Background: an optimization exercise with open tools, aiming at small area. Do not read the settings as production practice.
RTL that was checked went through simulation tests only; none was proved equivalent to the original.
Only the layout flow was run in runs 2 to 8; the RTL was not checked for function there.
Power figures rest on the tool's default switching activity, not on a simulated workload.

## design/flow/config.mk

```make
export PLATFORM = sky130hd
export DESIGN_NAME = spi_interface
export DESIGN_NICKNAME = spi_interface
export VERILOG_FILES = /design/flow/design.v
export SDC_FILE = /design/flow/constraint.sdc
export NUM_CORES = 8
export LEC_CHECK = 0
export CAP_MARGIN = 20
export CORE_MARGIN = 2
export CORE_UTILIZATION = 40
export SLEW_MARGIN = 20
```

## design/flow/constraint.sdc

```tcl
create_clock -name core_clock -period 5.0 [get_ports {clk}]
set_input_delay 1.0000 -clock core_clock [delete_from_list [all_inputs] [get_ports {clk}]]
set_output_delay 1.0000 -clock core_clock [all_outputs]
set_load 0.01 [all_outputs]
```

## design/flow/design.v

```verilog
module spi_interface(
    output reg mosi,
    input miso,
    input clk,
    input rst,
    output reg              RX_valid,                
    output reg [7:0]        output_shift_register,   
    input               TX_valid,                    
    input [7:0]         input_shift_register
);
reg [2:0] meta_data_count;
reg [5:0] prefix_count;
reg [7:0] data_count;
reg [7:0]    SPI_to_FIB_metadata;
reg [63:0]   SPI_to_FIB_prefix;
reg [255:0]  SPI_to_FIB_data;
reg isInterestPacket;
localparam HIGH = 1;
localparam LOW = 0;
reg [2:0] receiving_state;
reg [2:0] prefix_byte_count;
reg [4:0] data_byte_count;
localparam idle = 0, INTERFACE_to_SPI_meta_state = 1, INTERFACE_to_SPI_prefix_state = 2, INTERFACE_to_SPI_packet_state = 3, SPI_to_FIB_meta_state = 4, SPI_to_FIB_prefix_state = 5, SPI_to_FIB_data_state = 6;
always@(posedge clk, posedge rst) begin
    if (rst) begin
        RX_valid <= 0;
        receiving_state <= idle;
        SPI_to_FIB_metadata <= 8'd0;
        SPI_to_FIB_prefix <= 64'd0;
        SPI_to_FIB_data <= 255'd0;
        prefix_byte_count <= 0;
        data_byte_count <= 0;
        output_shift_register <= 0;
    end
    else begin
        case (receiving_state)
            idle: begin
                RX_valid <= 0;
                SPI_to_FIB_metadata <= 0;
                SPI_to_FIB_prefix <= 0;
                SPI_to_FIB_data <= 0;
                meta_data_count <= 7;
                prefix_count <= 63;
                data_count <= 255;
                prefix_byte_count <= 7;
                data_byte_count <= 31;
                if (!miso) begin
                    receiving_state <= INTERFACE_to_SPI_meta_state;
                end
            end 
            INTERFACE_to_SPI_meta_state: begin
                if (meta_data_count == 6) begin
                    if (miso) begin
                        isInterestPacket <= HIGH;
                    end
                    else begin
                        isInterestPacket <= LOW;
                    end
                    SPI_to_FIB_metadata[meta_data_count] <= miso;
                    meta_data_count <= meta_data_count - 1;
                end
                else if (meta_data_count > 0) begin
                    SPI_to_FIB_metadata[meta_data_count] <= miso;
                end
                else if (meta_data_count == 0) begin
                    SPI_to_FIB_metadata[meta_data_count] <= miso;
                    receiving_state <= INTERFACE_to_SPI_prefix_state;
                end
                meta_data_count <= meta_data_count - 1;
            end
            INTERFACE_to_SPI_prefix_state: begin
                if (prefix_count == 0) begin
                    if (isInterestPacket) begin
                        RX_valid <= HIGH;
                        receiving_state <= SPI_to_FIB_meta_state;
                    end
                    else begin
                        receiving_state <= INTERFACE_to_SPI_packet_state;
                    end    
                end
                SPI_to_FIB_prefix[prefix_count] <= miso; 
                prefix_count <= prefix_count - 1;
            end
            INTERFACE_to_SPI_packet_state: begin
                if (data_count == 0) begin
                    RX_valid <= HIGH;
                    receiving_state <= SPI_to_FIB_meta_state;
                end
                SPI_to_FIB_data[data_count] <= miso;
                data_count <= data_count - 1;
            end
            SPI_to_FIB_meta_state: begin
                output_shift_register <= SPI_to_FIB_metadata;
                receiving_state <= SPI_to_FIB_prefix_state;
            end
            SPI_to_FIB_prefix_state: begin
                if (prefix_byte_count == 0) begin
                    if (isInterestPacket) begin
                        receiving_state <= idle;
                    end
                    else begin
                        receiving_state <= SPI_to_FIB_data_state;
                    end
                end
                output_shift_register <= SPI_to_FIB_prefix[63:56];
				SPI_to_FIB_prefix <= SPI_to_FIB_prefix << 8;
                prefix_byte_count <= prefix_byte_count - 1;
            end
            SPI_to_FIB_data_state: begin
                if (data_byte_count == 0) begin
                    receiving_state <= idle;
                end
                output_shift_register <= SPI_to_FIB_data[255:248];
				SPI_to_FIB_data <= SPI_to_FIB_data << 8;
                data_byte_count <= data_byte_count - 1;
            end
            default: begin
                receiving_state <= idle;
            end
        endcase
    end
end
reg [2:0] meta_data_input_count;
reg [5:0] prefix_input_count;
reg [7:0] data_input_count;
reg transferring_data_packet;
reg [7:0]    FIB_to_SPI_metadata;
reg [63:0]   FIB_to_SPI_prefix;
reg [255:0]  FIB_to_SPI_data;
parameter FIB_to_SPI_meta_state = 1, FIB_to_SPI_prefix_state = 2, FIB_to_SPI_data_state = 3, SPI_to_INTERFACE_meta = 4, SPI_to_INTERFACE_prefix = 5, SPI_to_INTERFACE_data = 6;
reg [2:0] transmitting_state;
always@(posedge clk, posedge rst)
    if (rst) begin
        transmitting_state <= idle;
        meta_data_input_count <= 0;
        prefix_input_count <= 0;
        data_input_count <= 0;
        mosi <= HIGH;
        transferring_data_packet <= LOW;
        FIB_to_SPI_metadata <= 0;
        FIB_to_SPI_data <= 0;
        FIB_to_SPI_prefix <= 0;
    end
    else begin
        case (transmitting_state)
            idle: begin
				meta_data_input_count <= 1;
                prefix_input_count <= 8;
                data_input_count <= 32;
                transferring_data_packet <= LOW;  
                if (TX_valid) begin
                    mosi <= LOW;
                    transmitting_state <= FIB_to_SPI_meta_state;
                end
                else begin
                    mosi <= HIGH;
                end
            end
			FIB_to_SPI_meta_state: begin
				if(meta_data_input_count > 0) begin
				FIB_to_SPI_metadata <= input_shift_register;
				meta_data_input_count <= meta_data_input_count - 1;
				end
				if(meta_data_input_count == 1) begin
				transmitting_state <= FIB_to_SPI_prefix_state;
				meta_data_input_count <= 7;
				end
			end
			FIB_to_SPI_prefix_state: begin
				if(prefix_input_count > 0) begin
					FIB_to_SPI_prefix <= (FIB_to_SPI_prefix << 8) + input_shift_register;
					prefix_input_count <= prefix_input_count - 1;
				end
				if(prefix_input_count == 1) begin
					transmitting_state <= FIB_to_SPI_data_state;
                	prefix_input_count <= 63;
				end
			end
			FIB_to_SPI_data_state: begin
				if(data_input_count > 0) begin
					FIB_to_SPI_data <= (FIB_to_SPI_data << 8) + input_shift_register;	
					data_input_count <= data_input_count - 1;			
				end
				if(data_input_count == 1) begin
					transmitting_state <= SPI_to_INTERFACE_meta;
                 	data_input_count <= 255;
				end
			end 
            SPI_to_INTERFACE_meta: begin
                if (meta_data_input_count == 0) begin
                    transmitting_state <= SPI_to_INTERFACE_prefix;
                end 
                else if (meta_data_input_count == 6) begin
                    transferring_data_packet <= !FIB_to_SPI_metadata[meta_data_input_count];  
                end
                mosi <= FIB_to_SPI_metadata[meta_data_input_count];
                meta_data_input_count <= meta_data_input_count - 1;
            end
            SPI_to_INTERFACE_prefix: begin
                if (prefix_input_count == 0) begin
                    if (transferring_data_packet) begin
                        transmitting_state <= SPI_to_INTERFACE_data;
                    end
                    else begin
                        transmitting_state <= idle;
                    end
                end
                mosi <= FIB_to_SPI_prefix[prefix_input_count];
                prefix_input_count <= prefix_input_count - 1;
            end
            SPI_to_INTERFACE_data: begin
                if (data_input_count == 0) begin
                    transmitting_state <= idle;
                end
                mosi <= FIB_to_SPI_data[data_input_count];
                data_input_count <= data_input_count - 1;
            end
        endcase
    end
endmodule
```

## design/flow/run.sh

```bash
#!/bin/bash
# synth_recipe.tcl (not shown) runs the flow's synth.tcl, then flattens the netlist and writes it again
# the make line also repeats each setting of config.mk as NAME=value (left out here)
make -C /OpenROAD-flow-scripts/flow DESIGN_CONFIG=/design/flow/config.mk WORK_HOME=/design/flow/orfs CLKGATE_MAP_FILE= SYNTH_SCRIPT=/design/flow/synth_recipe.tcl finish
```

==> results.yml, run 1 <==
die:
  die_w_um: 305
  dieArea_um2: 92800
  row_count: 110
  dieHeight_um: 305
  coreArea_um2: 89700
  start_util_pct: 40.3
  boundaryPins: 22
critical_path:
  cp_num_buf_inv: 1
  cpMaxStageDelayCell: "nand2_1"
  cp_max_fo: 25
  r2r_setup_slack_ns: 1.05
  crit_arrival_ns: 4.46
  path_class: "reg2reg"
  worst_ep_required_time_ns: 5.51
  critPathCaptureType: "register"
  crit_family: "simple AND/OR/NAND/NOR gates"
  max_stage_delay_ns: 0.75
  cp_cell_sequence: "inv_1 > ha_1 > nand2b_1 > o31a_1 > nor4_4 > nand2_1 > o21ai_0 > a21oi_1 > a221o_1"
  startpoint_type: "register"
logic_synthesis:
  ys_top_cells_by_count: "dfrtp_1 (697), nand2_1 (400), mux2_2 (341)"
  avgSynthCellArea_um2: 11.0
  yosysSeqAreaShare_pct: 49.8
  async_reset_ff_share_pct: 97.5
  yosysWarningCount: 1
  syn_nets: 3332
  synth.largest_area_cell: "dfrtp_1"
  synth-seq-cells: 716
  yosys.cell_count.top_type: "dfrtp_1"
  synthesis.area_um2: 36100
  synth_cells: 3293
  synth_ff_type: "dfrtp_1"
  synth-edff-count: 18
  synth.distinct_cells: 85
  synth.top_cell.area_share_pct: 48.3
  synthTopCellsByArea: "dfrtp_1 (48%), mux2_2 (11%), mux4_2 (5.0%)"
sta:
  fin_hold_ws_ns: 0.474
  max_freq_mhz: 253
  final_max_slew_viol_count: 0
  rsz0062_at_grt: "false"
  setup_viol: 0
  hold_viol: 0
  fin_skew_ns: 0.0477
  tightest_slew_ns: 1.12
  period_share_pct: 79.1
  relSlewSlack_pct: 24.7
  period_needed_ns: 3.95
pwr:
  combPwrFrac_pct: 26.9
  clkPwrFrac_pct: 33.5
  p_int_mw: 12.5
  p_leak_nw: 17.5
  peakVddDrop_v: 0.000515
  seqPwrFrac_pct: 39.6
  p_per_area_nw_per_um2: 468
  swShare_pct: 34.0
  power.total_mw: 18.9
  p_switching_mw: 6.42
routing:
  drt_wl_total_mm: 95.4
  drt_iter0_drc: 2420
  viasPerCell: 6.05
  wl_per_cell_um: 21.4
  vias: 26900
  first_pass_iters: 5
  route.antenna.remaining_nets: 0
  post-route-drc-count: 0
placed_design:
  port_buffers: 21
  dpl_cell_area_um2: 37500
  dp_hpwl_mm: 57.8
  dp_cells: 4296
  globalplace.congestion: 0.866
global_route:
  grt_max_degree: 246
  busiest_layer: "met1"
  grtUsageMet2_pct: 30.5
  track_usage_pct: 20.4
  grt_pass1_vias: 26300
  grt_overflow: 0
  met3_usage_pct: 2.84
  globalRouteMet1Util_pct: 30.6
  grt_pass1_wl_mm: 155
  antenna_found_initial: 0
finish:
  layout.nets: 3245
  fillers: 8313
  stdcell_count: 4450
  final_cell_area_um2: 40400
  n_antenna_cell: 0
  layout-drive-gt1-share_pct: 20.8
  area_growth_pct: 11.7
clock_network:
  clock_sinks: 716
  cts_resized: 0
  clkTransAtPathRegs_ns: 0.06
  cts.root.buffer_cell: "clkbuf_16"
  clockBufferDepth: 3
  cts_hold_buf: 0
  cts_tree: "built"
  worstSkewPairLatency_ns: 0.66
  postCtsSetupRepairBufs: 0
  htree_levels: 3
  cts_buffers: 83
hold_path:
  hold_path_class: "reg2reg"
job:
  max_cap_viol_count: 0
outcome:
  status: "no timing/DRC/antenna violations"
## power by group through the flow
stage	registers (mW)	logic (mW)	clock network, mW
2_1_floorplan	7.04	4.18	0
3_3_place_gp	7.59	5.03	0
3_5_place_dp	7.60	5.06	0
4_1_cts	7.50	5.08	6.47
5_1_grt	7.63	5.55	6.72
6_report	7.49	5.09	6.34
## cell type report
type | instances | area (um^2) | share of cell area, %
sequential | 716 | 18000 | 44.6
multi-input combinational | 2281 | 17000 | 42.1
clock buffer | 119 | 2460 | 6.08
tap | 1176 | 1470 | 3.65
timing repair buffer | 90 | 906 | 2.24
clock inverter | 34 | 400 | 0.992
inverter | 34 | 131 | 0.325
## metal layers
layer  share of wire, %  routed length (um)
met1                 47               45000
met2                 45               43000
met3                5.0                4770
met4                2.7                2610
met5                  0                   0
## tightest hold or removal path: stages (launching register included)
cell and delay [ns]:
dfrtp_1 0.34, a32oi_1 0.06, nand2_1 0.06
## placed cells by master (no fill, tap or decap), drive strengths merged, types with 7 or more instances in the layout
cell type | Yosys | final
a221o | 127 | 127
a221oi | 19 | 19
o31ai | 10 | 10
o211ai | 85 | 85
a21oi | 241 | 241
o21ai | 245 | 245
mux4 | 81 | 81
ha | 27 | 27
or2 | 9 | 9
mux2i | 51 | 51
inv | 31 | 33
nor3 | 53 | 53
nand3 | 52 | 52
clkinv | 3 | 23
mux2 | 342 | 342
a32oi | 21 | 21
a31oi | 17 | 17
nand2b | 12 | 12
o21a | 11 | 11
clkdlybuf4s50 | 0 | 20
a32o | 15 | 15
a211oi | 16 | 16
o22ai | 23 | 23
and3 | 12 | 12
nor2b | 15 | 15
nand2 | 403 | 403
a22oi | 125 | 125
nor4 | 15 | 15
a2bb2oi | 12 | 12
bufinv | 0 | 7
clkbuf | 188 | 119
dfrtp | 697 | 697
edfxtp | 18 | 18
nand4 | 7 | 7
nor2 | 131 | 131
and2 | 19 | 19
xor2 | 7 | 7
buf | 74 | 70
## worst paths after layout
path / start / to / depth (start not counted)
max: data_count[0]$_SDFFCE_PN1P_ / SPI_to_FIB_data[133]$_DFFE_PP0P_ / 9
min: SPI_to_FIB_prefix[55]$_DFFE_PP0P_ / SPI_to_FIB_prefix[63]$_DFFE_PP0P_ / 2
min reg2reg: SPI_to_FIB_prefix[55]$_DFFE_PP0P_ / SPI_to_FIB_prefix[63]$_DFFE_PP0P_ / 2
max in group asynchronous: rst / FIB_to_SPI_data[21]$_DFFE_PP0P_ / 3
min in group asynchronous: rst / SPI_to_FIB_data[132]$_DFFE_PP0P_ / 2
max reg2reg: data_count[0]$_SDFFCE_PN1P_ / SPI_to_FIB_data[133]$_DFFE_PP0P_ / 9
## kinds of logic (layout without fill, tap and decap cells)
group	Yosys count	after routing	share of synthesized area [%]
xor+xnor	13	13	0.315
mux	474	474	17.1
fa+ha+maj	28	28	0.962
compound gates	1015	1015	18.9
buf+inv	296	277	3.42
simple gates	751	751	9.46
flops	716	716	49.8
## stage by stage
stage / utilization [%] / setup TNS, ns / setup WS (ns)
floorplan: - / -3873.42 / -5.55
global placement: 41.8 / 0 / 1.26
detailed placement: 41.8 / 0 / 1.13
CTS: 44.9 / 0 / 1.08
global route: 45.0 / 0 / 0.775
finish: 45.0 / 0 / 1.05
## registers in the layout, indices dropped and copies added (netlist names)
| signal | cells |
|---|---|
| FIB_to_SPI_data | 256 |
| FIB_to_SPI_metadata | 8 |
| FIB_to_SPI_prefix | 64 |
| RX_valid | 1 |
| SPI_to_FIB_data | 256 |
| SPI_to_FIB_metadata | 8 |
| SPI_to_FIB_prefix | 64 |
| data_byte_count | 5 |
| data_count | 8 |
| data_input_count | 8 |
| isInterestPacket | 1 |
| meta_data_count | 3 |
| meta_data_input_count | 3 |
| mosi | 1 |
| output_shift_register | 8 |
| prefix_byte_count | 3 |
| prefix_count | 6 |
| prefix_input_count | 6 |
| receiving_state | 3 |
| transferring_data_packet | 1 |
| transmitting_state | 3 |
==> run 2, diff against run 1 <==
==> design/flow/design.v (replaced) <==
module spi_interface(
    output reg          mosi,
    input               miso,
    input               clk,
    input               rst,
    output reg          RX_valid,
    output reg [7:0]    output_shift_register,
    input               TX_valid,
    input [7:0]         input_shift_register
);
genvar i;
reg       r_in, r_in_n;                         
reg       r_out;                                
reg [2:0] r_bit;
reg [5:0] r_byte;
reg       r_int;                                
wire r_end  = (r_byte == 6'd40) | (r_int & (r_byte == 6'd8));
wire r_last = r_in & (r_bit == 3'd7) & r_end;
wire r_in_next = r_in ? ~r_last : (~r_out & ~miso);
reg [327:0] rs;
wire [328:0] rs_ser  = {miso, rs};              
wire [335:0] rs_byte = {8'hff, rs};             
generate
    for (i = 0; i < 328; i = i + 1) begin : rsg
        always @(posedge clk)
            rs[i] <= ~((rs_ser[i+1] | r_in_n) & (rs_byte[i+8] | r_in));
    end
endgenerate
wire [7:0] r_tap;
generate
    for (i = 0; i < 8; i = i + 1) begin : rtap
        assign r_tap[7-i] = (r_int ? rs[256+i] : rs[i]) ^ r_byte[0] ^ (i % 2);
    end
endgenerate
always @(posedge clk) begin
    if (r_in & (r_byte == 6'd0) & (r_bit == 3'd1))
        r_int <= miso;
end
always @(posedge clk or posedge rst) begin
    if (rst) begin
        r_in <= 1'b0;
        r_in_n <= 1'b1;
        r_out <= 1'b0;
        RX_valid <= 1'b0;
        output_shift_register <= 8'd0;
    end else begin
        r_in <= r_in_next;
        r_in_n <= ~r_in_next;
        r_out <= r_last | (r_out & ~r_end);
        RX_valid <= r_last | r_out;
        if (r_out)
            output_shift_register <= r_tap;
    end
end
always @(posedge clk) begin
    if (~(r_in | r_out) | r_last | (r_out & r_end)) begin
        r_bit <= 3'd0;
        r_byte <= 6'd0;
    end else if (r_in) begin
        r_bit <= r_bit + 3'd1;
        if (r_bit == 3'd7)
            r_byte <= r_byte + 6'd1;
    end else begin
        r_byte <= r_byte + 6'd1;
    end
end
reg       t_in, t_in_n;                         
reg       t_out;                                
reg [2:0] t_bit;
reg [5:0] t_byte;
reg       t_int;                                
wire t_in_end = (t_byte == 6'd40);
wire t_end  = (t_bit == 3'd7) & ((t_byte == 6'd40) | (t_int & (t_byte == 6'd8)));
wire t_in_next = t_in ? ~t_in_end : (~t_out & TX_valid);
reg [327:0] ts;
wire [328:0] ts_ser  = {1'b1, ts};
wire [335:0] ts_byte;
generate
    for (i = 0; i < 8; i = i + 1) begin : tin
        assign ts_byte[328+i] = input_shift_register[7-i];
    end
endgenerate
assign ts_byte[327:0] = ts;
generate
    for (i = 0; i < 328; i = i + 1) begin : tsg
        always @(posedge clk)
            ts[i] <= ~((ts_ser[i+1] | t_in) & (ts_byte[i+8] | t_in_n));
    end
endgenerate
always @(posedge clk) begin
    if (t_in & (t_byte == 6'd0))
        t_int <= input_shift_register[6];
end
always @(posedge clk or posedge rst) begin
    if (rst) begin
        t_in <= 1'b0;
        t_in_n <= 1'b1;
        t_out <= 1'b0;
        mosi <= 1'b1;
    end else begin
        t_in <= t_in_next;
        t_in_n <= ~t_in_next;
        t_out <= (t_in & t_in_end) | (t_out & ~t_end);
        if (t_out)
            mosi <= ts[0] ^ ~(t_bit[0] ^ t_byte[0]);
        else
            mosi <= ~(t_in | TX_valid);
    end
end
always @(posedge clk) begin
    if (~(t_in | t_out) | (t_in & t_in_end) | (t_out & t_end)) begin
        t_bit <= 3'd0;
        t_byte <= 6'd0;
    end else if (t_in) begin
        t_byte <= t_byte + 6'd1;
    end else begin
        t_bit <= t_bit + 3'd1;
        if (t_bit == 3'd7)
            t_byte <= t_byte + 6'd1;
    end
end
endmodule
==> run 2 against run 1 <==
  * Global-route usage down 7.1 points
  * Sequential power up 36%
  * Synthesized area fell by 46%
  * Via count is 55% lower
  * Clock power shrank 14%
  * Core utilization is 1.6 points higher
  * Clock-buffer cell count is 19 lower
  * Synthesized cell count is 50% lower
  * Combinational power is about 40% lower
  * Critical path type is now reg2out
  * Critical endpoint is now mosi
  * Largest power group unchanged
==> results.yml, run 2 <==
clock_network:
  worstSkewPairLatency_ns: 0.60
  cts_tree: "built"
  clockBufferDepth: 3
  postCtsSetupRepairBufs: 0
  clkTransAtPathRegs_ns: 0.06
  cts.root.buffer_cell: "clkbuf_16"
  cts_resized: 0
  htree_levels: 3
  clock_sinks: 692
  cts_buffers: 70
  cts_hold_buf: 0
routing:
  drt_wl_total_mm: 34.0
  vias: 12200
  first_pass_iters: 4
  wl_per_cell_um: 14.7
  viasPerCell: 5.28
  drt_iter0_drc: 885
  route.antenna.remaining_nets: 0
  post-route-drc-count: 0
die:
  dieArea_um2: 51000
  dieHeight_um: 226
  die_w_um: 226
  coreArea_um2: 48700
  start_util_pct: 40.4
  boundaryPins: 22
  row_count: 81
finish:
  fillers: 4427
  area_growth_pct: 15.5
  layout.nets: 1610
  layout-drive-gt1-share_pct: 8.45
  multi_input_comb_area_um2: 5010
  ff_latch_area_um2: 14000
  n_antenna_cell: 0
  utilization_pct: 46.6
  mostFrequentLayoutCells: "dfxtp_1 (674), o22ai_1 (647), clkbuf_16 (72)"
  largestRegisters: "rs (328), ts (328), output_shift_register (8)"
  final_cell_area_um2: 22700
  final_common_cell: "dfxtp_1"
global_route:
  track_usage_pct: 13.3
  grt_pass1_wl_mm: 57.1
  grt_pass1_vias: 11600
  antenna_found_initial: 0
  grt_max_degree: 191
  grt_overflow: 0
logic_synthesis:
  yosysSeqAreaShare_pct: 70.9
  syn_nets: 1658
  ys_top_cells_by_count: "dfxtp_1 (674), o22ai_1 (647), buf_2 (81)"
  synth-edff-count: 2
  synthTopCellsByArea: "dfxtp_1 (69%), o22ai_1 (21%), buf_2 (2.1%)"
  synth_cells: 1637
  synth_ff_type: "dfxtp_1"
  avgSynthCellArea_um2: 12.0
  synth.distinct_cells: 43
  synth.largest_area_cell: "dfxtp_1"
  yosys.cell_count.top_type: "dfxtp_1"
  yosysWarningCount: 1
  synth.top_cell.area_share_pct: 68.6
  synth-seq-cells: 692
  synthesis.area_um2: 19700
  async_reset_ff_share_pct: 2.31
hold_path:
  worstHoldStart: "rs[323]$_DFF_P_"
  holdPathStages: 1
  hold_path_class: "reg2reg"
sta:
  setup_viol: 0
  fin_skew_ns: 0.0246
  relSlewSlack_pct: 36.5
  fin_hold_ws_ns: 0.402
  rsz0062_at_grt: "false"
  hold_viol: 0
  period_share_pct: 52.5
  final_max_slew_viol_count: 0
  max_freq_mhz: 381
  tightest_slew_ns: 0.953
  fin_setup_tns_ns: 0
  period_needed_ns: 2.63
critical_path:
  cpMaxStageDelayCell: "clkdlybuf4s50_1"
  cp_cell_sequence: "clkdlybuf4s50_1"
  reg2reg_from: "t_in_n$_DFF_PP1_"
  endpoint: "mosi"
  worstReg2RegEnd: "ts[182]$_DFF_P_"
  startpoint_type: "register"
  cp_num_buf_inv: 1
  max_stage_delay_ns: 0.52
  crit_family: "buffers and inverters"
  path_depth: 1
  path_class: "reg2out"
  critPathCaptureType: "output pin"
  rr_worst_depth: 2
  crit_arrival_ns: 1.63
  worst_ep_required_time_ns: 4.00
  critPathLaunch: "mosi$_DFF_PP1_"
  r2r_setup_slack_ns: 2.75
  cp_max_fo: 1
pwr:
  power.total_mw: 18.7
  peakVddDrop_v: 0.000393
  p_leak_nw: 8.59
  p_per_area_nw_per_um2: 825
placed_design:
  dp_hpwl_mm: 18.4
  dpl_cell_area_um2: 20200
  port_buffers: 21
  globalplace.congestion: 0.693
job:
  max_cap_viol_count: 0
outcome:
  status: "no timing/DRC/antenna violations"
==> run 2: area by class of cell <==
cell class / count / share of cell area, %
Clock buffer: 100 / 9.01
Timing Repair Buffer: 32 / 1.65
Inverter: 8 / 0.132
Tap cell: 664 / 3.66
Multi-Input combinational cell: 785 / 22.0
Clock inverter: 27 / 1.99
Sequential cell: 692 / 61.5
==> run 2: worst min path at each step <==
stage	end	slack, ns
6_report	rs[322]$_DFF_P_	0.40
5_1_grt	rs[324]$_DFF_P_	0.43
4_1_cts	rs[322]$_DFF_P_	0.41
3_5_place_dp	rs[326]$_DFF_P_	0.40
3_3_place_gp	rs[322]$_DFF_P_	0.40
2_1_floorplan	rs[320]$_DFF_P_	0.39
==> run 2: per-stage QoR <==
| step | instances | setup slack, ns |
|---|---|---|
| after CTS | 2307 | 2.33 |
| final | 2308 | 2.37 |
| after floorplan | 1637 | 3.48 |
| after detailed placement | 2180 | 2.64 |
| after global placement | 2180 | 2.67 |
| after global routing | 2308 | 2.32 |
==> run 2: power breakdown <==
part	internal, mW	switching, mW	leakage (nW)
logic	1.70	1.37	1.50
registers	8.44	1.76	5.87
clock network	3.31	2.15	1.21
total	13.5	5.27	8.59
==> run 2: cell families after synthesis <==
group                    count (synthesis)  share of synthesized area, %
multiplexers                            16                         0.839
flip-flops                             692                          70.9
XOR/XNOR                                19                         0.846
buffers and inverters                  160                          3.61
adder cells (fa/ha/maj)                  9                         0.572
AND/OR/NAND/NOR                         62                          1.51
AO/OA/AOI/OAI                          679                          21.7
==> run 2: routing by layer <==
metal  track usage [%]  wire, um  vias to the layer above
met3              2.76       979                       58
met2              19.0     14600                      124
met5                 0         0                        -
met4              5.62       789                        0
met1              19.4     17600                     5799
li1                  -         -                     6208
==> run 3, diff against run 2 <==
--- a/design/flow/config.mk
+++ b/design/flow/config.mk
@@ -10,2 +10,5 @@
 export CORE_UTILIZATION = 40
+export CTS_BUF_LIST = sky130_fd_sc_hd__clkbuf_8
+export CTS_CLUSTER_DIAMETER = 60
+export CTS_CLUSTER_SIZE = 20
 export SLEW_MARGIN = 20
==> run 3 against run 2 <==
  * Hold slack improved by 0.0019 ns
  * Clock skew rose by 0.014 ns
  * Critical path type unchanged
  * Critical endpoint unchanged
  * Highest routed layer unchanged
  * Non-clock buffer count did not move
==> results.yml, run 3 <==
outcome:
  status: "no timing/DRC/antenna violations"
sta:
  hold_viol: 0
  final_max_slew_viol_count: 0
  setup_viol: 0
  relSlewSlack_pct: 37.6
  max_freq_mhz: 371
  fin_skew_ns: 0.0389
  rsz0062_at_grt: "false"
  period_share_pct: 53.9
  period_needed_ns: 2.69
  fin_setup_tns_ns: 0
  tightest_slew_ns: 0.936
  final.setup.worst_slack_ns: 2.31
logic_synthesis:
  avgSynthCellArea_um2: 12.0
  synthTopCellsByArea: "dfxtp_1 (69%), o22ai_1 (21%), buf_2 (2.1%)"
  ys_top_cells_by_count: "dfxtp_1 (674), o22ai_1 (647), buf_2 (81)"
  synth-edff-count: 2
  async_reset_ff_share_pct: 2.31
  synth_cells: 1637
  synth_ff_type: "dfxtp_1"
  synth.largest_area_cell: "dfxtp_1"
  synthesis.area_um2: 19700
  synth-seq-cells: 692
  synth.distinct_cells: 43
  yosysWarningCount: 1
  yosysSeqAreaShare_pct: 70.9
  yosys.cell_count.top_type: "dfxtp_1"
  synth.top_cell.area_share_pct: 68.6
  syn_nets: 1658
global_route:
  grt_pass1_vias: 11300
  grt_max_degree: 191
  grt_pass1_wl_mm: 55.6
  antenna_found_initial: 1
  grt_overflow: 0
  track_usage_pct: 12.8
die:
  die_w_um: 226
  dieHeight_um: 226
  start_util_pct: 40.4
  boundaryPins: 22
  coreArea_um2: 48700
  dieArea_um2: 51000
  row_count: 81
critical_path:
  cp_cell_sequence: "clkdlybuf4s50_1"
  path_class: "reg2out"
  cpMaxStageDelayCell: "dfstp_2"
  crit_family: "flip-flops"
  crit_arrival_ns: 1.69
  path_depth: 1
  rr_worst_depth: 2
  cp_max_fo: 1
  worst_ep_required_time_ns: 4.00
  startpoint_type: "register"
  max_stage_delay_ns: 0.53
  cp_num_buf_inv: 1
  critPathCaptureType: "output pin"
routing:
  drt_iter0_drc: 829
  drt_wl_total_mm: 33.0
  wl_per_cell_um: 14.7
  viasPerCell: 5.32
  first_pass_iters: 4
  route.antenna.remaining_nets: 0
  post-route-drc-count: 0
  vias: 12000
hold_path:
  hold_path_class: "reg2reg"
  holdPathStages: 1
clock_network:
  cts.root.buffer_cell: "clkbuf_8"
  postCtsSetupRepairBufs: 0
  clock_sinks: 692
  htree_levels: 2
  cts_hold_buf: 0
  clockBufferDepth: 3
  cts_tree: "built"
  cts_buffers: 44
  cts_resized: 0
  clkTransAtPathRegs_ns: 0.10
  worstSkewPairLatency_ns: 0.64
placed_design:
  dp_cells: 2180
  pre_cts_ws_ns: 2.64
  globalplace.congestion: 0.693
  dp_hpwl_mm: 18.4
  dpl_cell_area_um2: 20200
  port_buffers: 21
finish:
  mostFrequentLayoutCells: "dfxtp_1 (674), o22ai_1 (647), clkbuf_8 (49)"
  final_common_cell: "dfxtp_1"
  layout.nets: 1584
  ff_latch_area_um2: 14000
  area_growth_pct: 7.05
  final_cell_area_um2: 21100
  largestRegisters: "rs (328), ts (328), output_shift_register (8)"
  stdcell_count: 2247
  layout-drive-gt1-share_pct: 5.50
  multi_input_comb_area_um2: 5010
  fillers: 4596
pwr:
  p_leak_nw: 7.82
  power.total_mw: 15.9
  p_per_area_nw_per_um2: 757
  peakVddDrop_v: 0.000340
job:
  max_cap_viol_count: 0
[run 3: cell count changes in the layout (fill, tap and decap cells not counted), sizes merged]
cell,delta
bufinv,-6
clkbuf,-51
clkinv,-8
clkinvlp,-2
diode,+1
inv,+5
[run 3: area by class of cell]
class / instances / share of cell area, %
antenna: 1 / 0.0119
clock buffer: 49 / 3.20
clock inverter: 16 / 0.832
inverter: 8 / 0.143
multi-input combinational: 785 / 23.8
sequential: 692 / 66.3
tap: 664 / 3.94
timing repair buffer: 32 / 1.75
[run 3: kinds of logic after synthesis]
logic type | count (synthesis) | share of synthesized area, %
AOI/OAI and AO/OA | 679 | 21.7
DFF | 692 | 70.9
adders and majority gates | 9 | 0.572
muxes | 16 | 0.839
and+or+nand+nor | 62 | 1.51
buffers and inverters | 160 | 3.61
xor gates and xnor gates | 19 | 0.846
[run 3: stage by stage]
stage | hold slack [ns] | util, %
5_1_grt | 0.435 | 43.2
4_1_cts | 0.406 | 43.2
2_1_floorplan | 0.386 | -
6_report | 0.404 | 43.2
3_3_place_gp | 0.397 | 41.4
3_5_place_dp | 0.402 | 41.4
[run 3: power breakdown]
part           switching, mW  internal, mW  total, mW
registers               1.77          8.42       10.2
clock network           1.68          1.03       2.72
logic                   1.34          1.70       3.04
[run 3: worst paths after layout]
path,endpoint,start,slack [ns]
max,mosi,mosi$_DFF_PP1_,2.31
min,rs[322]$_DFF_P_,rs[323]$_DFF_P_,0.40
max reg2reg,ts[182]$_DFF_P_,t_in_n$_DFF_PP1_,2.74
min reg2reg,rs[322]$_DFF_P_,rs[323]$_DFF_P_,0.40
max in group asynchronous,t_in$_DFF_PP0_,rst,3.61
min in group asynchronous,output_shift_register[4]$_DFFE_PP0P_,rst,0.80
[run 3: per-layer routing]
metal / vias to the layer above / global-route usage, % / part of all wire (%) / routed length [um]
met1: 5694 / 19.2 / 53 / 17400
met4: 0 / 4.04 / 2.2 / 717
li1: 6122 / - / - / -
met2: 84 / 18.5 / 43 / 14100
met3: 50 / 2.43 / 2.5 / 839
met5: - / 0 / 0 / 0
==> run 4, diff against run 3 <==
--- a/design/flow/config.mk
+++ b/design/flow/config.mk
@@ -9,3 +9,3 @@
 export CORE_MARGIN = 2
-export CORE_UTILIZATION = 40
+export CORE_UTILIZATION = 65
 export CTS_BUF_LIST = sky130_fd_sc_hd__clkbuf_8
==> run 4 against run 3 <==
  * Non-clock buffer count shrank 2
  * Setup slack gained 0.035 ns
  * Highest routed layer unchanged
  * Sequential share of layout area grew 1.8 points
  * Die area shrank 38%
  * Still clean
  * Largest power group unchanged
  * Critical path type unchanged
  * Cell count shrank 13%
  * Via count grew 0.14%
  * Largest cell class unchanged
==> results.yml, run 4 <==
outcome:
  status: "no timing/DRC/antenna violations"
routing:
  drt_iter0_drc: 743
  post-route-drc-count: 0
  first_pass_iters: 5
  vias: 12000
  viasPerCell: 6.11
  drt_wl_total_mm: 31.8
  route.antenna.remaining_nets: 0
  wl_per_cell_um: 16.2
pwr:
  power.total_mw: 15.6
  p_per_area_nw_per_um2: 761
  peakVddDrop_v: 0.000461
  p_int_mw: 10.9
  swShare_pct: 29.9
  p_switching_mw: 4.66
  clkPwrFrac_pct: 15.2
  p_leak_nw: 7.71
  combPwrFrac_pct: 19.4
  seqPwrFrac_pct: 65.4
sta:
  fin_setup_tns_ns: 0
  setup_viol: 0
  hold_viol: 0
  relSlewSlack_pct: 37.9
  final_max_slew_viol_count: 0
  max_freq_mhz: 376
  rsz0062_at_grt: "false"
  fin_skew_ns: 0.0264
  period_share_pct: 53.2
  period_needed_ns: 2.66
  tightest_slew_ns: 0.931
finish:
  final_common_cell: "dfxtp_1"
  mostFrequentLayoutCells: "dfxtp_1 (674), o22ai_1 (647), clkbuf_8 (44)"
  layout.nets: 1579
  n_antenna_cell: 0
  area_growth_pct: 4.16
  largestRegisters: "rs (328), ts (328), output_shift_register (8)"
  layout-drive-gt1-share_pct: 4.59
placed_design:
  dp_hpwl_mm: 18.1
  globalplace.congestion: 0.711
  port_buffers: 21
hold_path:
  worstHoldStart: "rs[324]$_DFF_P_"
  min_to: "rs[323]$_DFF_P_"
  holdPathStages: 1
  hold_path_class: "reg2reg"
clock_network:
  clockBufferDepth: 3
  clock_sinks: 692
  clkTransAtPathRegs_ns: 0.11
  cts_buffers: 41
  cts_resized: 0
  htree_levels: 2
  cts_hold_buf: 0
  cts.root.buffer_cell: "clkbuf_8"
  cts_tree: "built"
  postCtsSetupRepairBufs: 0
  worstSkewPairLatency_ns: 0.58
logic_synthesis:
  synthMuxAreaShare_pct: 0.839
  synth_cells: 1637
  synthesis.area_um2: 19700
  synth_fa_ha_area_share_pct: 0.572
  syn_nets: 1658
  ys_top_cells_by_count: "dfxtp_1 (674), o22ai_1 (647), buf_2 (81)"
  synth.largest_area_cell: "dfxtp_1"
  synth-edff-count: 2
  synth_ff_type: "dfxtp_1"
  synth_top_family_by_area: "compound AO/OA/AOI/OAI gates"
  synthTopCellsByArea: "dfxtp_1 (69%), o22ai_1 (21%), buf_2 (2.1%)"
  synth.top_cell.area_share_pct: 68.6
  synth.distinct_cells: 43
  yosys.area_share.simple_pct: 1.51
  yosysWarningCount: 1
  async_reset_ff_share_pct: 2.31
  synth-seq-cells: 692
  synth_compound_area_share_pct: 21.7
  yosysSeqAreaShare_pct: 70.9
  avgSynthCellArea_um2: 12.0
  synthXorXnorAreaFrac_pct: 0.846
  yosys.cell_count.top_type: "dfxtp_1"
global_route:
  grt_max_degree: 220
  grt_pass1_vias: 11000
  grt_pass1_wl_mm: 52.2
  antenna_found_initial: 0
  grt_overflow: 0
  track_usage_pct: 19.5
critical_path:
  cpMaxStageDelayCell: "dfstp_2"
  worst_ep_required_time_ns: 4.00
  startpoint_type: "register"
  cp_max_fo: 1
  cp_num_buf_inv: 1
  crit_family: "flip-flops"
  worstReg2RegEnd: "rs[38]$_DFF_P_"
  r2r_setup_slack_ns: 2.77
  critPathLaunch: "mosi$_DFF_PP1_"
  max_stage_delay_ns: 0.55
  cp_cell_sequence: "clkdlybuf4s50_1"
  path_depth: 1
  crit_arrival_ns: 1.66
  rr_worst_depth: 2
  reg2reg_from: "r_in_n$_DFF_PP1_"
  critPathCaptureType: "output pin"
  path_class: "reg2out"
die:
  boundaryPins: 22
  coreArea_um2: 29700
  dieHeight_um: 178
  dieArea_um2: 31700
  row_count: 63
  start_util_pct: 66.2
  die_w_um: 178
job:
  max_cap_viol_count: 0
## run 4: cell count changes in the layout (fill, tap and decap cells not counted), moves of 2 or more
cell and change:
clkinv_4 -2, bufinv_16 -2, inv_6 -3, clkbuf_8 -5
buf_12 -2
## run 4: per-stage QoR
stage | util, % | worst slack (ns) | hold slack (ns) | instance area, um^2 | cells
2_1_floorplan | - | 3.48 | 0.386 | 19700 | 1637
3_3_place_gp | 66.7 | 2.86 | 0.398 | 19800 | 1905
3_5_place_dp | 66.7 | 2.82 | 0.400 | 19800 | 1905
4_1_cts | 69.0 | 2.28 | 0.415 | 20500 | 1958
5_1_grt | 69.0 | 2.26 | 0.424 | 20500 | 1958
6_report | 69.0 | 2.34 | 0.413 | 20500 | 1958
## run 4: cell families after synthesis
logic type	Yosys count
and+or+nand+nor	62
adders and majority gates	9
buffers and inverters	160
muxes	16
AOI/OAI and AO/OA	679
DFF	692
xor gates and xnor gates	19
## run 4: final cells by class
cell class                      instances  area (um^2)
Clock buffer                           44          606
Clock inverter                          9         61.3
Fill cell                            2189         9230
Inverter                                8         30.0
Multi-Input combinational cell        785         5010
Sequential cell                       692        14000
Tap cell                              390          488
Timing Repair Buffer                   30          328
## run 4: worst max-delay path by stage
stage	end	slack, ns
finish	mosi	2.34
global route	mosi	2.26
CTS	mosi	2.28
detailed placement	rs[38]$_DFF_P_	2.82
global placement	rs[246]$_DFF_P_	2.86
floorplan	mosi	3.48
## run 4: power groups by stage
| stage | combinational (mW) | sequential [mW] | clock (mW) |
|---|---|---|---|
| after detailed placement | 3.03 | 10.3 | 0 |
| after floorplan | 2.73 | 9.62 | 0 |
| after CTS | 3.05 | 10.2 | 2.46 |
| after global placement | 2.90 | 10.3 | 0 |
| final | 3.02 | 10.2 | 2.38 |
| after global routing | 3.40 | 10.5 | 2.66 |
## run 4: layer usage
metal / up-vias / GRT usage, % / part of all wire, %
li1: 6102 / - / -
met1: 5727 / 29.4 / 51
met2: 96 / 29.8 / 45
met3: 42 / 3.01 / 2.4
met4: 0 / 4.58 / 1.5
met5: - / 0 / 0
==> run 5, diff against run 4 <==
--- a/design/flow/config.mk
+++ b/design/flow/config.mk
@@ -7,5 +7,5 @@
 export LEC_CHECK = 0
-export CAP_MARGIN = 20
+export CAP_MARGIN = 0
 export CORE_MARGIN = 2
-export CORE_UTILIZATION = 65
+export CORE_UTILIZATION = 40
 export CTS_BUF_LIST = sky130_fd_sc_hd__clkbuf_8
@@ -13,2 +13,2 @@
 export CTS_CLUSTER_SIZE = 20
-export SLEW_MARGIN = 20
+export SLEW_MARGIN = 0
==> run 5 against run 4 <==
  * Maximum frequency fell by 1.3%
  * Largest cell class unchanged
  * Via count barely moved
  * Cell count rose by 15%
  * Final area rose by 2.7%
  * Setup slack got worse by 0.035 ns
==> results.yml, run 5 <==
outcome:
  status: "no timing/DRC/antenna violations"
finish:
  largestRegisters: "rs (328), ts (328), output_shift_register (8)"
  final_common_cell: "dfxtp_1"
  fillers: 4598
  final_cell_area_um2: 21000
  multi_input_comb_area_um2: 5010
  mostFrequentLayoutCells: "dfxtp_1 (674), o22ai_1 (647), clkbuf_8 (49)"
  ff_latch_area_um2: 14000
  layout.nets: 1583
  area_growth_pct: 6.94
  layout-drive-gt1-share_pct: 5.44
die:
  row_count: 81
  dieHeight_um: 226
  coreArea_um2: 48700
  start_util_pct: 40.4
  boundaryPins: 22
  die_w_um: 226
  dieArea_um2: 51000
logic_synthesis:
  synth.top_cell.area_share_pct: 68.6
  synth-edff-count: 2
  synth.largest_area_cell: "dfxtp_1"
  async_reset_ff_share_pct: 2.31
  avgSynthCellArea_um2: 12.0
  syn_nets: 1658
  yosysWarningCount: 1
  synth_cells: 1637
  synthTopCellsByArea: "dfxtp_1 (69%), o22ai_1 (21%), buf_2 (2.1%)"
  yosysSeqAreaShare_pct: 70.9
  ys_top_cells_by_count: "dfxtp_1 (674), o22ai_1 (647), buf_2 (81)"
  synthesis.area_um2: 19700
  synth_ff_type: "dfxtp_1"
  yosys.cell_count.top_type: "dfxtp_1"
  synth-seq-cells: 692
  synth.distinct_cells: 43
clock_network:
  cts_buffers: 44
  worstSkewPairLatency_ns: 0.64
  htree_levels: 2
  cts_hold_buf: 0
  cts_tree: "built"
  clkTransAtPathRegs_ns: 0.11
  postCtsSetupRepairBufs: 0
  cts_resized: 0
  clockBufferDepth: 3
  cts.root.buffer_cell: "clkbuf_8"
  clock_sinks: 692
routing:
  drt_iter0_drc: 881
  wl_met3_um: 862
  route.antenna.remaining_nets: 0
  wl_per_cell_um: 14.7
  m1WireLength_mm: 17.4
  post-route-drc-count: 0
  wl_met2_mm: 14.0
  first_pass_iters: 4
  top_layer: "met4"
  vias: 12000
  viasPerCell: 5.32
  drt_wl_total_mm: 33.0
placed_design:
  dpl_cell_area_um2: 20200
  globalplace.congestion: 0.693
  port_buffers: 21
  dp_hpwl_mm: 18.4
pwr:
  p_leak_nw: 7.81
  p_per_area_nw_per_um2: 757
  peakVddDrop_v: 0.000340
job:
  max_cap_viol_count: 0
global_route:
  antenna_found_initial: 1
  grt_overflow: 0
  grt_pass1_vias: 11300
  grt_max_degree: 191
  track_usage_pct: 12.8
  grt_pass1_wl_mm: 55.6
critical_path:
  cp_num_buf_inv: 1
  critPathCaptureType: "output pin"
  max_stage_delay_ns: 0.53
  cp_cell_sequence: "clkdlybuf4s50_1"
  cpMaxStageDelayCell: "dfstp_2"
  path_class: "reg2out"
  startpoint_type: "register"
  cp_max_fo: 1
  worst_ep_required_time_ns: 4.00
  crit_family: "flip-flops"
  crit_arrival_ns: 1.69
sta:
  final_max_slew_viol_count: 0
  tightest_slew_ns: 1.16
  relSlewSlack_pct: 22.3
  hold_viol: 0
  fin_setup_tns_ns: 0
  period_needed_ns: 2.69
  max_freq_mhz: 371
  fin_skew_ns: 0.0389
  rsz0062_at_grt: "false"
  period_share_pct: 53.9
  setup_viol: 0
hold_path:
  hold_path_class: "reg2reg"
run 5: stage by stage:
| stage | hold slack (ns) | worst slack (ns) | cells | power [mW] | util (%) |
|---|---|---|---|---|---|
| 4_1_cts | 0.406 | 2.23 | 2245 | 16.1 | 43.2 |
| 2_1_floorplan | 0.386 | 3.48 | 1637 | 12.4 | - |
| 3_3_place_gp | 0.397 | 2.67 | 2180 | 13.2 | 41.4 |
| 6_report | 0.405 | 2.31 | 2246 | 15.9 | 43.2 |
| 5_1_grt | 0.435 | 2.23 | 2246 | 17.0 | 43.2 |
| 3_5_place_dp | 0.402 | 2.64 | 2180 | 13.4 | 41.4 |
run 5: final cells by class:
cell class	instances	share of cell area [%]
timing repair buffer	31	1.65
multi-input combinational	785	23.8
sequential	692	66.4
clock inverter	16	0.833
antenna	1	0.0119
tap	664	3.95
inverter	8	0.143
clock buffer	49	3.21
run 5: routing by layer:
metal / vias to the layer above / GRT usage [%]
met1: 5702 / 19.2
met2: 97 / 18.5
met3: 47 / 2.43
met5: - / 0
li1: 6112 / -
met4: 0 / 4.04
run 5: cell families after synthesis:
family / Yosys count / synth area share (%)
xor+xnor: 19 / 0.846
flops: 692 / 70.9
buf+inv: 160 / 3.61
mux: 16 / 0.839
simple gates: 62 / 1.51
fa+ha+maj: 9 / 0.572
compound gates: 679 / 21.7
run 5: worst paths after layout:
path / start / end / slack [ns] / depth (start not counted)
worst max-delay path: mosi$_DFF_PP1_ / mosi / 2.31 / 1
worst min-delay path: rs[323]$_DFF_P_ / rs[322]$_DFF_P_ / 0.40 / 1
worst max register to register: r_in_n$_DFF_PP1_ / rs[44]$_DFF_P_ / 2.62 / 2
worst min register to register: rs[323]$_DFF_P_ / rs[322]$_DFF_P_ / 0.40 / 1
max in group asynchronous: rst / t_in$_DFF_PP0_ / 3.61 / 2
min in group asynchronous: rst / output_shift_register[4]$_DFFE_PP0P_ / 0.79 / 2
run 5: worst reg2reg max path, delay by kind of cell, from the launching register on:
kind	cells	cell delay [ns]
compound gates	1	0.20
buf+inv	1	0.65
flops	1	1.40
run 5: report_power, final:
group	internal [mW]	switching (mW)
Combinational	1.69	1.30
Sequential	8.42	1.80
Clock	1.03	1.69
Total	11.1	4.79
==> run 6, diff against run 5 <==
==> design/flow/config.mk (replaced) <==
export PLATFORM = sky130hd
export DESIGN_NAME = spi_interface
export DESIGN_NICKNAME = spi_interface
export VERILOG_FILES = /design/flow/design.v
export SDC_FILE = /design/flow/constraint.sdc
export NUM_CORES = 8
export LEC_CHECK = 0
export CAP_MARGIN = 20
export CORE_MARGIN = 2
export CORE_UTILIZATION = 40
export CTS_BUF_LIST = sky130_fd_sc_hd__clkbuf_4
export CTS_CLUSTER_DIAMETER = 40
export CTS_CLUSTER_SIZE = 12
export SLEW_MARGIN = 20
==> run 6 against run 5 <==
  * Sequential power barely moved
  * Die area stayed put
  * Core utilization increased by 0.83 points
  * Critical path type unchanged
  * Highest routed layer unchanged
  * Largest power group unchanged
  * Combinational power rose by 2%
  * Clock-buffer cell count grew 44
  * Critical path depth did not move
  * First-iteration DRC count fell by 3.6%
==> results.yml, run 6 <==
logic_synthesis:
  synth.distinct_cells: 43
  synth.largest_area_cell: "dfxtp_1"
  avgSynthCellArea_um2: 12.0
  async_reset_ff_share_pct: 2.31
  syn_nets: 1658
  synth_cells: 1637
  synth-seq-cells: 692
  synth.top_cell.area_share_pct: 68.6
  yosys.cell_count.top_type: "dfxtp_1"
  synth_ff_type: "dfxtp_1"
  yosysWarningCount: 1
  synth-edff-count: 2
  synthTopCellsByArea: "dfxtp_1 (69%), o22ai_1 (21%), buf_2 (2.1%)"
  synthesis.area_um2: 19700
  ys_top_cells_by_count: "dfxtp_1 (674), o22ai_1 (647), buf_2 (81)"
  yosysSeqAreaShare_pct: 70.9
outcome:
  status: "no timing/DRC/antenna violations"
critical_path:
  cp_cell_sequence: "clkdlybuf4s50_1"
  crit_family: "flip-flops"
  max_stage_delay_ns: 0.53
  crit_arrival_ns: 1.86
  critPathCaptureType: "output pin"
  worst_ep_required_time_ns: 4.00
  cp_num_buf_inv: 1
  cpMaxStageDelayCell: "dfstp_2"
  startpoint_type: "register"
  r2r_setup_slack_ns: 2.68
  cp_max_fo: 1
  path_class: "reg2out"
die:
  boundaryPins: 22
  dieHeight_um: 226
  row_count: 81
  die_w_um: 226
  coreArea_um2: 48700
  dieArea_um2: 51000
  start_util_pct: 40.4
pwr:
  clkPwrFrac_pct: 20.2
  p_switching_mw: 4.98
  p_leak_nw: 8.04
  seqPwrFrac_pct: 61.5
  power.total_mw: 16.6
  peakVddDrop_v: 0.000361
  swShare_pct: 30.1
  p_per_area_nw_per_um2: 773
  p_int_mw: 11.6
  combPwrFrac_pct: 18.4
clock_network:
  postCtsSetupRepairBufs: 0
  clockBufferDepth: 3
  clock_sinks: 692
  cts_hold_buf: 0
  cts_resized: 0
  clkTransAtPathRegs_ns: 0.11
  cts.root.buffer_cell: "clkbuf_4"
  worstSkewPairLatency_ns: 0.84
  cts_tree: "built"
  htree_levels: 3
  cts_buffers: 82
sta:
  setup_viol: 0
  hold_viol: 0
  rsz0062_at_grt: "false"
  relSlewSlack_pct: 36.0
  fin_setup_tns_ns: 0
  fin_hold_ws_ns: 0.411
  period_needed_ns: 2.86
  period_share_pct: 57.2
  fin_skew_ns: 0.0508
  final_max_slew_viol_count: 0
  tightest_slew_ns: 0.960
  final.setup.worst_slack_ns: 2.14
  max_freq_mhz: 350
finish:
  ff_latch_area_um2: 14000
  fillers: 4618
  mostFrequentLayoutCells: "dfxtp_1 (674), o22ai_1 (647), clkbuf_4 (93)"
  layout.nets: 1622
  largestRegisters: "rs (328), ts (328), output_shift_register (8)"
  utilization_pct: 44.0
  multi_input_comb_area_um2: 5010
  area_growth_pct: 8.99
  layout-drive-gt1-share_pct: 9.47
  final_common_cell: "dfxtp_1"
  final_cell_area_um2: 21400
  stdcell_count: 2323
global_route:
  grt_pass1_vias: 11700
  grt_pass1_wl_mm: 56.9
  track_usage_pct: 13.3
  grt_max_degree: 191
  antenna_found_initial: 2
  grt_overflow: 0
placed_design:
  port_buffers: 21
  dp_hpwl_mm: 18.4
  pre_cts_ws_ns: 2.64
  dp_cells: 2180
  globalplace.congestion: 0.693
  dpl_cell_area_um2: 20200
routing:
  viasPerCell: 5.28
  vias: 12300
  first_pass_iters: 4
  drt_wl_total_mm: 33.7
  route.antenna.remaining_nets: 0
  wl_per_cell_um: 14.5
  post-route-drc-count: 0
  drt_iter0_drc: 849
job:
  max_cap_viol_count: 0
hold_path:
  hold_path_class: "reg2reg"
## run 6: cell counts after synthesis
No cell type changed its count.
## run 6: routing by layer
layer  GRT usage (%)  vias to the layer above  wire length [um]
li1                -                     6268                 -
met1            19.3                     5783             17500
met2            18.7                      147             14200
met3            3.08                       59              1250
met4            6.00                        0               753
met5               0                        -                 0
## run 6: kinds of logic after synthesis
group | after synthesis | synth area share [%]
AOI/OAI and AO/OA | 679 | 21.7
xor gates and xnor gates | 19 | 0.846
adders and majority gates | 9 | 0.572
buffers and inverters | 160 | 3.61
DFF | 692 | 70.9
muxes | 16 | 0.839
and+or+nand+nor | 62 | 1.51
## run 6: worst paths after layout
kind | depth (start not counted) | endpoint | start
min reg2reg | 1 | rs[322]$_DFF_P_ | rs[323]$_DFF_P_
max | 1 | mosi | mosi$_DFF_PP1_
min in group asynchronous | 2 | r_in$_DFF_PP0_ | rst
max reg2reg | 2 | ts[182]$_DFF_P_ | t_in_n$_DFF_PP1_
max in group asynchronous | 2 | t_in$_DFF_PP0_ | rst
min | 1 | rs[322]$_DFF_P_ | rs[323]$_DFF_P_
## run 6: final cells by class
type	instances	share of cell area (%)
diodes	2	0.0233
multi-input cells	785	23.4
clock inverters	47	2.48
flip-flops and latches	692	65.2
clock buffers	93	3.26
inverters	8	0.140
well taps	664	3.87
repair buffers	32	1.72
## run 6: power by group through the flow
stage                     clock network [mW]  registers (mW)  logic (mW)
after floorplan                            0            9.62        2.73
after global placement                     0            10.4        2.89
after detailed placement                   0            10.3        3.00
after CTS                               3.47            10.2        3.03
after global routing                    3.70            10.6        3.45
final                                   3.34            10.2        3.04
==> run 7, diff against run 6 <==
--- a/design/flow/config.mk
+++ b/design/flow/config.mk
@@ -10,5 +10,3 @@
 export CORE_UTILIZATION = 40
-export CTS_BUF_LIST = sky130_fd_sc_hd__clkbuf_4
-export CTS_CLUSTER_DIAMETER = 40
-export CTS_CLUSTER_SIZE = 12
+export CTS_BUF_LIST = sky130_fd_sc_hd__clkbuf_4 sky130_fd_sc_hd__clkbuf_8
 export SLEW_MARGIN = 20
==> run 7 against run 6 <==
  * Hold slack worse by 0.012 ns
  * Setup slack better by 0.14 ns
  * Synthesized area stayed put
  * Critical endpoint unchanged
==> results.yml, run 7 <==
outcome:
  status: "no timing/DRC/antenna violations"
logic_synthesis:
  synthesis.area_um2: 19700
  ys_top_cells_by_count: "dfxtp_1 (674), o22ai_1 (647), buf_2 (81)"
  yosysWarningCount: 1
  synth.top_cell.area_share_pct: 68.6
  async_reset_ff_share_pct: 2.31
  synth.largest_area_cell: "dfxtp_1"
  avgSynthCellArea_um2: 12.0
  synth-edff-count: 2
  synth_ff_type: "dfxtp_1"
  synthTopCellsByArea: "dfxtp_1 (69%), o22ai_1 (21%), buf_2 (2.1%)"
  synth.distinct_cells: 43
  synth_cells: 1637
  synth-seq-cells: 692
  yosysSeqAreaShare_pct: 70.9
  yosys.cell_count.top_type: "dfxtp_1"
  syn_nets: 1658
pwr:
  peakVddDrop_v: 0.000451
  p_leak_nw: 8.65
  power.total_mw: 18.4
  p_per_area_nw_per_um2: 813
routing:
  vias: 12400
  route.antenna.remaining_nets: 0
  drt_wl_total_mm: 34.5
  viasPerCell: 5.22
  drt_iter0_drc: 812
  first_pass_iters: 4
  post-route-drc-count: 0
  wl_per_cell_um: 14.6
placed_design:
  dp_hpwl_mm: 18.4
  globalplace.congestion: 0.693
  pre_cts_ws_ns: 2.64
  dp_cells: 2180
  port_buffers: 21
finish:
  multi_input_comb_area_um2: 5010
  fillers: 4467
  final_common_cell: "dfxtp_1"
  utilization_pct: 46.4
  largestRegisters: "rs (328), ts (328), output_shift_register (8)"
  ff_latch_area_um2: 14000
  stdcell_count: 2368
  area_growth_pct: 15.0
  mostFrequentLayoutCells: "dfxtp_1 (674), o22ai_1 (647), clkbuf_8 (135)"
  layout-drive-gt1-share_pct: 12.4
  layout.nets: 1646
critical_path:
  cp_num_buf_inv: 1
  rr_worst_depth: 2
  startpoint_type: "register"
  path_depth: 1
  worst_ep_required_time_ns: 4.00
  cp_cell_sequence: "clkdlybuf4s50_1"
  cpMaxStageDelayCell: "clkdlybuf4s50_1"
  max_stage_delay_ns: 0.52
  cp_max_fo: 1
  crit_family: "buffers and inverters"
  path_class: "reg2out"
  crit_arrival_ns: 1.72
  critPathCaptureType: "output pin"
global_route:
  antenna_found_initial: 1
  grt_pass1_vias: 12000
  grt_overflow: 0
  track_usage_pct: 13.5
  grt_pass1_wl_mm: 58.0
  grt_max_degree: 191
sta:
  final_max_slew_viol_count: 0
  final.setup.worst_slack_ns: 2.28
  setup_viol: 0
  relSlewSlack_pct: 36.5
  hold_viol: 0
  rsz0062_at_grt: "false"
  fin_setup_tns_ns: 0
  period_share_pct: 54.3
  max_freq_mhz: 368
  period_needed_ns: 2.72
  fin_skew_ns: 0.0398
  tightest_slew_ns: 0.952
clock_network:
  clock_sinks: 692
  postCtsSetupRepairBufs: 0
  clockBufferDepth: 3
  cts_hold_buf: 0
  htree_levels: 3
  cts_buffers: 106
  cts_resized: 0
  worstSkewPairLatency_ns: 0.70
  clkTransAtPathRegs_ns: 0.06
  cts.root.buffer_cell: "clkbuf_8"
  cts_tree: "built"
hold_path:
  hold_path_class: "reg2reg"
  holdPathStages: 1
job:
  max_cap_viol_count: 0
die:
  dieHeight_um: 226
  dieArea_um2: 51000
  coreArea_um2: 48700
  row_count: 81
  start_util_pct: 40.4
  boundaryPins: 22
  die_w_um: 226
==> run 7: cell counts after synthesis <==
No cell type changed its count.
==> run 7: area by class of cell <==
cell class / instances / share of cell area (%)
diodes: 1 / 0.0111
repair buffers: 32 / 1.66
inverters: 8 / 0.133
clock buffers: 163 / 9.14
multi-input cells: 785 / 22.1
flip-flops and latches: 692 / 61.7
well taps: 664 / 3.67
clock inverters: 23 / 1.53
==> run 7: kinds of logic after synthesis <==
logic type / synth area share, %
DFF: 70.9
AOI/OAI and AO/OA: 21.7
buffers and inverters: 3.61
and+or+nand+nor: 1.51
xor gates and xnor gates: 0.846
muxes: 0.839
adders and majority gates: 0.572
==> run 7: power by group <==
group          switching, mW  internal (mW)  leakage [nW]  total [mW]
logic                   1.36           1.70          1.50        3.06
clock network           2.12           3.01          1.28        5.13
registers               1.76           8.45          5.87        10.2
==> run 7: final timing paths <==
path / startpoint / to / slack (ns)
max: mosi$_DFF_PP1_ / mosi / 2.28
min: rs[323]$_DFF_P_ / rs[322]$_DFF_P_ / 0.40
max reg2reg: t_in_n$_DFF_PP1_ / ts[182]$_DFF_P_ / 2.75
min reg2reg: rs[323]$_DFF_P_ / rs[322]$_DFF_P_ / 0.40
max in group asynchronous: rst / t_in$_DFF_PP0_ / 3.65
min in group asynchronous: rst / output_shift_register[4]$_DFFE_PP0P_ / 0.76
==> run 7: per-layer routing <==
layer  up-vias  part of all wire (%)  track usage, %
met2       143                    43            19.0
met1      5871                    52            19.4
met5         -                     0               0
li1       6298                     -               -
met3        56                   3.8            3.37
met4         0                   2.1            6.17
==> run 7: stage by stage <==
stage / area, um^2 / hold slack [ns]
finish: 22600 / 0.399
global route: 22600 / 0.421
CTS: 22600 / 0.405
detailed placement: 20200 / 0.402
global placement: 20200 / 0.397
floorplan: 19700 / 0.386
==> run 8, diff against run 7 <==
--- a/design/flow/config.mk
+++ b/design/flow/config.mk
@@ -10,3 +10,5 @@
 export CORE_UTILIZATION = 40
-export CTS_BUF_LIST = sky130_fd_sc_hd__clkbuf_4 sky130_fd_sc_hd__clkbuf_8
+export CTS_BUF_LIST = sky130_fd_sc_hd__clkbuf_16
+export CTS_CLUSTER_DIAMETER = 60
+export CTS_CLUSTER_SIZE = 40
 export SLEW_MARGIN = 20
==> run 8 against run 7 <==
  * Still clean
  * Hold slack worse by 0.0079 ns
  * Clock power decreased by 31%
  * Combinational power barely moved
  * Setup slack better by 0.12 ns
  * Die area did not move
  * Critical endpoint unchanged
==> results.yml, run 8 <==
outcome:
  status: "no timing/DRC/antenna violations"
die:
  coreArea_um2: 48700
  row_count: 81
  dieArea_um2: 51000
  die_w_um: 226
  start_util_pct: 40.4
  boundaryPins: 22
  dieHeight_um: 226
critical_path:
  max_stage_delay_ns: 0.52
  crit_family: "flip-flops"
  critPathCaptureType: "output pin"
  path_class: "reg2out"
  critPathLaunch: "mosi$_DFF_PP1_"
  cp_cell_sequence: "clkdlybuf4s50_1"
  startpoint_type: "register"
  cpMaxStageDelayCell: "dfstp_2"
  cp_max_fo: 1
  worst_ep_required_time_ns: 4.00
  reg2reg_from: "t_in_n$_DFF_PP1_"
  crit_arrival_ns: 1.60
  cp_num_buf_inv: 1
routing:
  vias: 12000
  drt_iter0_drc: 946
  viasPerCell: 5.33
  route.antenna.remaining_nets: 0
  wl_per_cell_um: 14.6
  first_pass_iters: 5
  drt_wl_total_mm: 32.8
  post-route-drc-count: 0
finish:
  layout-drive-gt1-share_pct: 5.44
  area_growth_pct: 9.55
  fillers: 4546
  n_antenna_cell: 0
  largestRegisters: "rs (328), ts (328), output_shift_register (8)"
  final_common_cell: "dfxtp_1"
  mostFrequentLayoutCells: "dfxtp_1 (674), o22ai_1 (647), clkbuf_16 (36)"
  layout.nets: 1575
sta:
  fin_skew_ns: 0.0542
  final.setup.worst_slack_ns: 2.40
  period_share_pct: 52.0
  hold_viol: 0
  relSlewSlack_pct: 37.1
  final_max_slew_viol_count: 0
  period_needed_ns: 2.60
  rsz0062_at_grt: "false"
  tightest_slew_ns: 0.944
  fin_setup_tns_ns: 0
  max_freq_mhz: 385
  setup_viol: 0
clock_network:
  postCtsSetupRepairBufs: 0
  cts_buffers: 35
  cts_hold_buf: 0
  clockBufferDepth: 3
  cts_tree: "built"
  clock_sinks: 692
  htree_levels: 2
  worstSkewPairLatency_ns: 0.60
  cts_resized: 0
  cts.root.buffer_cell: "clkbuf_16"
  clkTransAtPathRegs_ns: 0.11
pwr:
  peakVddDrop_v: 0.000451
  p_leak_nw: 8.02
  p_per_area_nw_per_um2: 779
logic_synthesis:
  synth.top_cell.area_share_pct: 68.6
  yosysWarningCount: 1
  synth.distinct_cells: 43
  ys_top_cells_by_count: "dfxtp_1 (674), o22ai_1 (647), buf_2 (81)"
  synthesis.area_um2: 19700
  yosysSeqAreaShare_pct: 70.9
  synth_cells: 1637
  synthTopCellsByArea: "dfxtp_1 (69%), o22ai_1 (21%), buf_2 (2.1%)"
  synth-seq-cells: 692
  async_reset_ff_share_pct: 2.31
  synth-edff-count: 2
  yosys.cell_count.top_type: "dfxtp_1"
  syn_nets: 1658
  synth_ff_type: "dfxtp_1"
  synth.largest_area_cell: "dfxtp_1"
  avgSynthCellArea_um2: 12.0
placed_design:
  dp_hpwl_mm: 18.4
  globalplace.congestion: 0.693
  port_buffers: 21
  pre_cts_ws_ns: 2.64
global_route:
  grt_overflow: 0
  antenna_found_initial: 0
  grt_pass1_wl_mm: 55.2
  track_usage_pct: 12.8
  grt_max_degree: 191
  grt_pass1_vias: 11200
job:
  max_cap_viol_count: 0
hold_path:
  hold_path_class: "reg2reg"
  worstHoldStart: "rs[326]$_DFF_P_"
run 8: logic make-up (layout without fill, tap and decap cells):
family                   count (synthesis)  after routing  synth area share, %
multiplexers                            16             16                0.839
buffers and inverters                  160            104                 3.61
AO/OA/AOI/OAI                          679            679                 21.7
flip-flops                             692            692                 70.9
adder cells (fa/ha/maj)                  9              9                0.572
XOR/XNOR                                19             19                0.846
AND/OR/NAND/NOR                         62             62                 1.51
run 8: area by class of cell:
type	count	area [um^2]	share of cell area, %
Timing Repair Buffer	32	375	1.74
Clock inverter	28	435	2.02
Tap cell	664	831	3.85
Clock buffer	36	901	4.18
Sequential cell	692	14000	64.8
Inverter	8	30.0	0.139
Multi-Input combinational cell	785	5010	23.2
run 8: worst paths after layout:
path,cells after the start,slack (ns),endpoint
max,1,2.40,mosi
max reg2reg,2,2.76,ts[182]$_DFF_P_
min,1,0.39,rs[325]$_DFF_P_
min in group asynchronous,2,0.87,output_shift_register[6]$_DFFE_PP0P_
max in group asynchronous,2,3.53,t_in$_DFF_PP0_
min reg2reg,1,0.39,rs[325]$_DFF_P_
run 8: metrics by stage:
step | std cells | total power, mW | utilization [%] | cell area (um^2) | hold slack (ns)
2_1_floorplan | 1637 | 12.4 | - | 19700 | 0.386
3_3_place_gp | 2180 | 13.2 | 41.4 | 20200 | 0.397
3_5_place_dp | 2180 | 13.4 | 41.4 | 20200 | 0.402
4_1_cts | 2244 | 16.9 | 44.2 | 21500 | 0.398
5_1_grt | 2245 | 17.9 | 44.2 | 21600 | 0.411
6_report | 2245 | 16.8 | 44.2 | 21600 | 0.391
run 8: report_power, final:
group / total, mW / internal, mW / switching [mW]
sequential: 10.2 / 8.42 / 1.75
clock: 3.56 / 1.58 / 1.98
combinational: 3.05 / 1.70 / 1.35
total: 16.8 / 11.7 / 5.08
run 8: per-layer routing:
metal  wire length, um  vias to the layer above  GRT usage [%]
met5                 0                        -              0
met4               704                        0           3.91
met1             17100                     5702           19.2
li1                  -                     6127              -
met2             14100                       94           18.4
met3               937                       46           2.45

==> port drivers added, routing unchanged <==
The flow's constraints put no driver on any port. The routed layouts listed below were extracted and timed again, unchanged, in two steps. Step 1 (the two cells are an assumption about what drives the block):
set clk [get_ports {clk}]
set_driving_cell -lib_cell sky130_fd_sc_hd__clkbuf_16 $clk
set_driving_cell -lib_cell sky130_fd_sc_hd__buf_2 [delete_from_list [all_inputs] $clk]
Step 2 adds t to the input delays and takes it off the output delays; t is the mean of the earliest and latest rising clock arrival at the registers after step 1. Input paths then give back, and output paths get back, about the clock's delay inside the block. a / b / c = ideal ports / drivers / drivers and shift; a / b = the first two.
run | t (ns) | setup WS [ns] | slew at the worst register clock pin (ns)
run 1 | 0.708 | 1.046 / 1.046 / 1.046 | 0.06 / 0.06
run 2 | 0.643 | 2.373 / 2.322 / 2.752 | 0.06 / 0.06
run 3 | 0.673 | 2.307 / 2.259 / 2.743 | 0.12 / 0.12
run 4 | 0.613 | 2.342 / 2.294 / 2.773 | 0.12 / 0.12
run 5 | 0.673 | 2.306 / 2.259 / 2.616 | 0.12 / 0.12
run 6 | 0.860 | 2.140 / 2.091 / 2.678 | 0.12 / 0.12
run 7 | 0.725 | 2.285 / 2.238 / 2.752 | 0.07 / 0.07
run 8 | 0.629 | 2.401 / 2.348 / 2.755 | 0.12 / 0.12
After both steps every run listed still meets setup and hold.
